Background: an optimization exercise with open tools, aiming at small area and a short achievable clock period. Do not read the settings as production practice. At most, simulation tests tie the RTL to the original design; equivalence was not proved. Power and IR drop assume default switching activity.

the reference run:
// vedicmult_16bit
module vedicmult_16bit(input [15:0] a, b,
input clk, reset,
output reg [31:0] out);
wire pp0_0;
wire pp0_1;
wire pp0_2;
wire pp0_3;
wire pp0_4;
wire pp0_5;
wire pp0_6;
wire pp0_7;
wire pp0_8;
wire pp0_9;
wire pp0_10;
wire pp0_11;
wire pp0_12;
wire pp0_13;
wire pp0_14;
wire pp0_15;
wire pp1_0;
wire pp1_1;
wire pp1_2;
wire pp1_3;
wire pp1_4;
wire pp1_5;
wire pp1_6;
wire pp1_7;
wire pp1_8;
wire pp1_9;
wire pp1_10;
wire pp1_11;
wire pp1_12;
wire pp1_13;
wire pp1_14;
wire pp1_15;
wire pp2_0;
wire pp2_1;
wire pp2_2;
wire pp2_3;
wire pp2_4;
wire pp2_5;
wire pp2_6;
wire pp2_7;
wire pp2_8;
wire pp2_9;
wire pp2_10;
wire pp2_11;
wire pp2_12;
wire pp2_13;
wire pp2_14;
wire pp2_15;
wire pp3_0;
wire pp3_1;
wire pp3_2;
wire pp3_3;
wire pp3_4;
wire pp3_5;
wire pp3_6;
wire pp3_7;
wire pp3_8;
wire pp3_9;
wire pp3_10;
wire pp3_11;
wire pp3_12;
wire pp3_13;
wire pp3_14;
wire pp3_15;
wire pp4_0;
wire pp4_1;
wire pp4_2;
wire pp4_3;
wire pp4_4;
wire pp4_5;
wire pp4_6;
wire pp4_7;
wire pp4_8;
wire pp4_9;
wire pp4_10;
wire pp4_11;
  ...
Size: about 760 cells after synthesis, roughly 66 I/O pins, about 7300 um2 of cells after synthesis.
clock: 17.0 ns
lec_check: 0
cap_margin: 20
core_margin: 2
core_utilization: 40
cts_buf_list: sky130_fd_sc_hd__clkbuf_4 sky130_fd_sc_hd__clkbuf_8
slew_margin: 20
synth_hierarchical: 1
synth_minimum_keep_size: 0
standard.sh (not shown) runs the stock make flow with config.mk's settings and CLKGATE_MAP_FILE= SYNTH_SCRIPT=/design/flow/synth_recipe.tcl, a recipe that flattens the netlist after the stock synthesis.
==> flow/flow/run.sh <==
#!/bin/bash
# Own layout flow: the standard ORFS flow (standard.sh), with the input and
# output port buffers made of plain buf_2 cells (the default picks a delay cell).
set -euo pipefail
export BUFFER_PORTS_ARGS="-buffer_cell sky130_fd_sc_hd__buf_2"
export PRE_FLOORPLAN_TCL="$PWD/flow/pre_floorplan.tcl"
export SETUP_SLACK_MARGIN=10
bash standard.sh > standard.log 2>&1
==> flow/flow/pre_floorplan.tcl <==
# Synthesis (abc) maps each Booth selector to an a22oi_2; the _1 cell is the
# same function in less area and easily drives the single gate it feeds.
set swaps {sky130_fd_sc_hd__a22oi_2 sky130_fd_sc_hd__a22oi_1}
set n 0
foreach inst [[ord::get_db_block] getInsts] {
  set m [[$inst getMaster] getName]
  if { [dict exists $swaps $m] } {
    replace_cell [get_cells [$inst getName]] [dict get $swaps $m]
    incr n
  }
}
puts "pre_floorplan: resized $n cells"
In summary, the reference run completed successfully, with a layout that passed the timing, design-rule and antenna checks.
For the trial run, these inputs were changed with respect to the reference run:
diff --git a/flow/flow/run.sh b/flow/flow/run.sh
--- a/flow/flow/run.sh
+++ b/flow/flow/run.sh
@@ -6,3 +6,2 @@
 export PRE_FLOORPLAN_TCL="$PWD/flow/pre_floorplan.tcl"
-export SETUP_SLACK_MARGIN=10
 bash standard.sh > standard.log 2>&1
Findings:
- For the fraction of power consumed by combinational cells, the trial run came in 3.3 points lower than the reference run did.
- Required arrival time at the worst endpoint sits higher in the trial run than in the reference run.
- Comparing the two runs side by side, the trial run comes out ahead of the reference run on leakage power figure.
- Fmax is higher on the reference run
Function was not checked in any run of this note: the RTL went through the layout flow alone.

---

vedicmult_16bit, a different RTL version from the one above (not shown whole).
Size: about 66 I/O pins.
clock: 17.0 ns
lec_check: 0
cap_margin: 20
core_margin: 2
core_utilization: 40
cts_buf_list: sky130_fd_sc_hd__clkbuf_4
cts_cluster_size: 8
slew_margin: 70
synth_hierarchical: 1
synth_minimum_keep_size: 0
==> flow/flow/run.sh <==
#!/bin/bash
# Own layout flow: the standard ORFS flow (standard.sh), with the input and
# output port buffers made of plain buf_2 cells (the default picks a delay cell);
# the output buffers are then cut down to buf_1 before detailed placement.
set -euo pipefail
export BUFFER_PORTS_ARGS="-buffer_cell sky130_fd_sc_hd__buf_2"
export PRE_FLOORPLAN_TCL="$PWD/flow/pre_floorplan.tcl"
export PRE_DETAIL_PLACE_TCL="$PWD/flow/pre_detail_place.tcl"
export SETUP_SLACK_MARGIN=8.8
bash standard.sh > standard.log 2>&1
==> flow/flow/pre_detail_place.tcl <==
# Output ports drive only the 10 fF pin load and have ample slack: their port
# buffers can be the smallest buffer.
set n 0
foreach inst [[ord::get_db_block] getInsts] {
  set m [[$inst getMaster] getName]
  set name [$inst getName]
  if { $m eq "sky130_fd_sc_hd__buf_2" && [string match "output*" $name] } {
    replace_cell [get_cells $name] sky130_fd_sc_hd__buf_1
    incr n
  }
}
puts "pre_detail_place: resized $n output buffers"
Scripts as last shown in full above: flow/flow/pre_floorplan.tcl
Change:
--- a/flow/flow/run.sh
+++ b/flow/flow/run.sh
@@ -7,4 +7,3 @@
 export PRE_FLOORPLAN_TCL="$PWD/flow/pre_floorplan.tcl"
 export PRE_DETAIL_PLACE_TCL="$PWD/flow/pre_detail_place.tcl"
-export SETUP_SLACK_MARGIN=8.8
 bash standard.sh > standard.log 2>&1
What happened: Final area falls by 8.1%; worst setup slack is worse by 0.39 ns; sequential share of layout area rises by 0.68 points; flip-flop and latch count stays the same; wire length falls by about 1.8%; non-clock buffer count falls by 25; utilization falls by 4.1 points; clock-buffer cell count falls by 2; die area does not change.
No functional check of the RTL was part of any run of this note.

---

vedicmult_16bit, a different RTL version from the one above (not shown whole).
Size in the first run: ~760 cells after synthesis, roughly 32 flip-flops, about 66 I/O pins, about 0.0073 sq mm of cells after synthesis.
// vedicmult_16bit
module vedicmult_16bit(input [15:0] a, b,
input clk, reset,
output reg [31:0] out);
==> flow/config.mk <==
export PLATFORM = sky130hd
export DESIGN_NAME = vedicmult_16bit
export DESIGN_NICKNAME = vedicmult_16bit
export VERILOG_FILES = /design/flow/design.v
export SDC_FILE = /design/flow/constraint.sdc
export NUM_CORES = 4
export LEC_CHECK = 0
export CAP_MARGIN = 20
export CORE_MARGIN = 2
export CORE_UTILIZATION = 40
export CTS_BUF_LIST = sky130_fd_sc_hd__clkbuf_4 sky130_fd_sc_hd__clkbuf_8
export SLEW_MARGIN = 20
export SYNTH_HIERARCHICAL = 1
export SYNTH_MINIMUM_KEEP_SIZE = 0
==> flow/constraint.sdc <==
create_clock -name core_clock -period 17.0 [get_ports {clk}]
set_input_delay 3.4000 -clock core_clock [delete_from_list [all_inputs] [get_ports {clk}]]
set_output_delay 3.4000 -clock core_clock [all_outputs]
set_load 0.01 [all_outputs]
==> flow/flow/run.sh <==
#!/bin/bash
# Own layout flow: the standard ORFS flow (standard.sh), with the input and
# output port buffers made of plain buf_2 cells (the default picks a delay cell).
set -euo pipefail
export BUFFER_PORTS_ARGS="-buffer_cell sky130_fd_sc_hd__buf_2"
export PRE_FLOORPLAN_TCL="$PWD/flow/pre_floorplan.tcl"
bash standard.sh > standard.log 2>&1
Scripts as last shown in full above: flow/flow/pre_floorplan.tcl
The baseline ran to the end with no violations.
Next try:
--- a/flow/flow/run.sh
+++ b/flow/flow/run.sh
@@ -6,2 +6,3 @@
 export PRE_FLOORPLAN_TCL="$PWD/flow/pre_floorplan.tcl"
+export SETUP_SLACK_MARGIN=9
 bash standard.sh > standard.log 2>&1
The changed run passed the timing, design-rule and antenna checks. Routed wire length is about the same. Sequential power is about the same. Worst setup slack gains 530 ps. Clock-buffer cell count is lower by 2. Hold slack loses 120 ps. Cell count is higher slightly.
Next try:
--- a/flow/flow/run.sh
+++ b/flow/flow/run.sh
@@ -6,3 +6,2 @@
 export PRE_FLOORPLAN_TCL="$PWD/flow/pre_floorplan.tcl"
-export SETUP_SLACK_MARGIN=9
 bash standard.sh > standard.log 2>&1
--- a/flow/config.mk
+++ b/flow/config.mk
@@ -11,3 +11,3 @@
 export CTS_BUF_LIST = sky130_fd_sc_hd__clkbuf_4 sky130_fd_sc_hd__clkbuf_8
-export SLEW_MARGIN = 20
+export SLEW_MARGIN = 70
 export SYNTH_HIERARCHICAL = 1
Effect: Flip-flop and latch count is unchanged; wire length rose by 0.49%; final cell count fell by about 0.7%; power fell by about 11%; cell area fell by about 6%; count of clock-buffer cells in the layout rose by 2; via count rose by about 0.38%; sequential share of layout area rose by 0.49 points; worst hold slack improved by 36 ps.
Next try:
==> flow/flow/run.sh (replaced) <==
#!/bin/bash
# Own layout flow: the standard ORFS flow (standard.sh), with the input and
# output port buffers made of plain buf_2 cells (the default picks a delay cell);
# the output buffers are then cut down to buf_1 before detailed placement.
set -euo pipefail
export BUFFER_PORTS_ARGS="-buffer_cell sky130_fd_sc_hd__buf_2"
export PRE_FLOORPLAN_TCL="$PWD/flow/pre_floorplan.tcl"
export PRE_DETAIL_PLACE_TCL="$PWD/flow/pre_detail_place.tcl"
export SETUP_SLACK_MARGIN=9.3
bash standard.sh > standard.log 2>&1
==> flow/flow/pre_detail_place.tcl (new file) <==
# Output ports drive only the 10 fF pin load and have ample slack: their port
# buffers can be the smallest buffer.
set n 0
foreach inst [[ord::get_db_block] getInsts] {
  set m [[$inst getMaster] getName]
  set name [$inst getName]
  if { $m eq "sky130_fd_sc_hd__buf_2" && [string match "output*" $name] } {
    replace_cell [get_cells $name] sky130_fd_sc_hd__buf_1
    incr n
  }
}
puts "pre_detail_place: resized $n output buffers"
--- a/flow/config.mk
+++ b/flow/config.mk
@@ -11,3 +11,3 @@
 export CTS_BUF_LIST = sky130_fd_sc_hd__clkbuf_4 sky130_fd_sc_hd__clkbuf_8
-export SLEW_MARGIN = 70
+export SLEW_MARGIN = 20
 export SYNTH_HIERARCHICAL = 1
Hold slack got worse by 11 ps.
Clock power fell by 9.6%.
Worst setup slack improved by 720 ps.
Total power rose by 23%.
Area after synthesis is unchanged.
Flip-flop and latch count does not change.
Final area rose by 12%.
Via count rose by 2.4%.
Routed wire length rose by 6.5%.
Final cell count rose by 3.5%.

-- static timing again, ports no longer ideal --
The results above use ideal ports. As a check the final layouts listed here were re-extracted and re-timed, cells and wires unchanged.
Step 1 sets driving cells, clkbuf_16 on the clock port and buf_2 on the other inputs (assumed; they add their load-dependent delay and slew).
Step 2 moves the port delays by t, midway between the first and last clock arrival at a register: inputs arrive t later, outputs are due t later. That takes back most of the time a late clock gives input paths.
Three values: ideal ports, drivers, drivers and shift; two values: the first two.
run | shift t [ns] | slack for setup (ns) | worst register clock-pin slew, ns | pins driven straight from the clock port
the reference run | 0.304 | 9.202 / 9.106 / 8.802 | 0.07 / 0.07 | 1
the trial run | 0.332 | 8.528 / 8.547 / 8.215 | 0.07 / 0.07 | 1
the first run of note 2 | 0.407 | 8.941 / 8.865 / 8.458 | 0.11 / 0.11 | 1
the second run of note 2 | 0.435 | 8.551 / 8.560 / 8.125 | 0.12 / 0.12 | 1
the first run of note 3 | 0.324 | 8.605 / 8.597 / 8.273 | 0.06 / 0.06 | 1
the second run of note 3 | 0.303 | 9.139 / 9.125 / 8.822 | 0.07 / 0.07 | 1
the third run of note 3 | 0.324 | 8.611 / 8.602 / 8.279 | 0.06 / 0.06 | 1
the fourth run of note 3 | 0.306 | 9.327 / 9.247 / 8.941 | 0.07 / 0.07 | 1
After both steps every run listed still meets setup and hold. For the first run of note 2, which loses most, drivers alone change the setup slack by -0.076 ns; drivers and shift together by -0.483 ns.
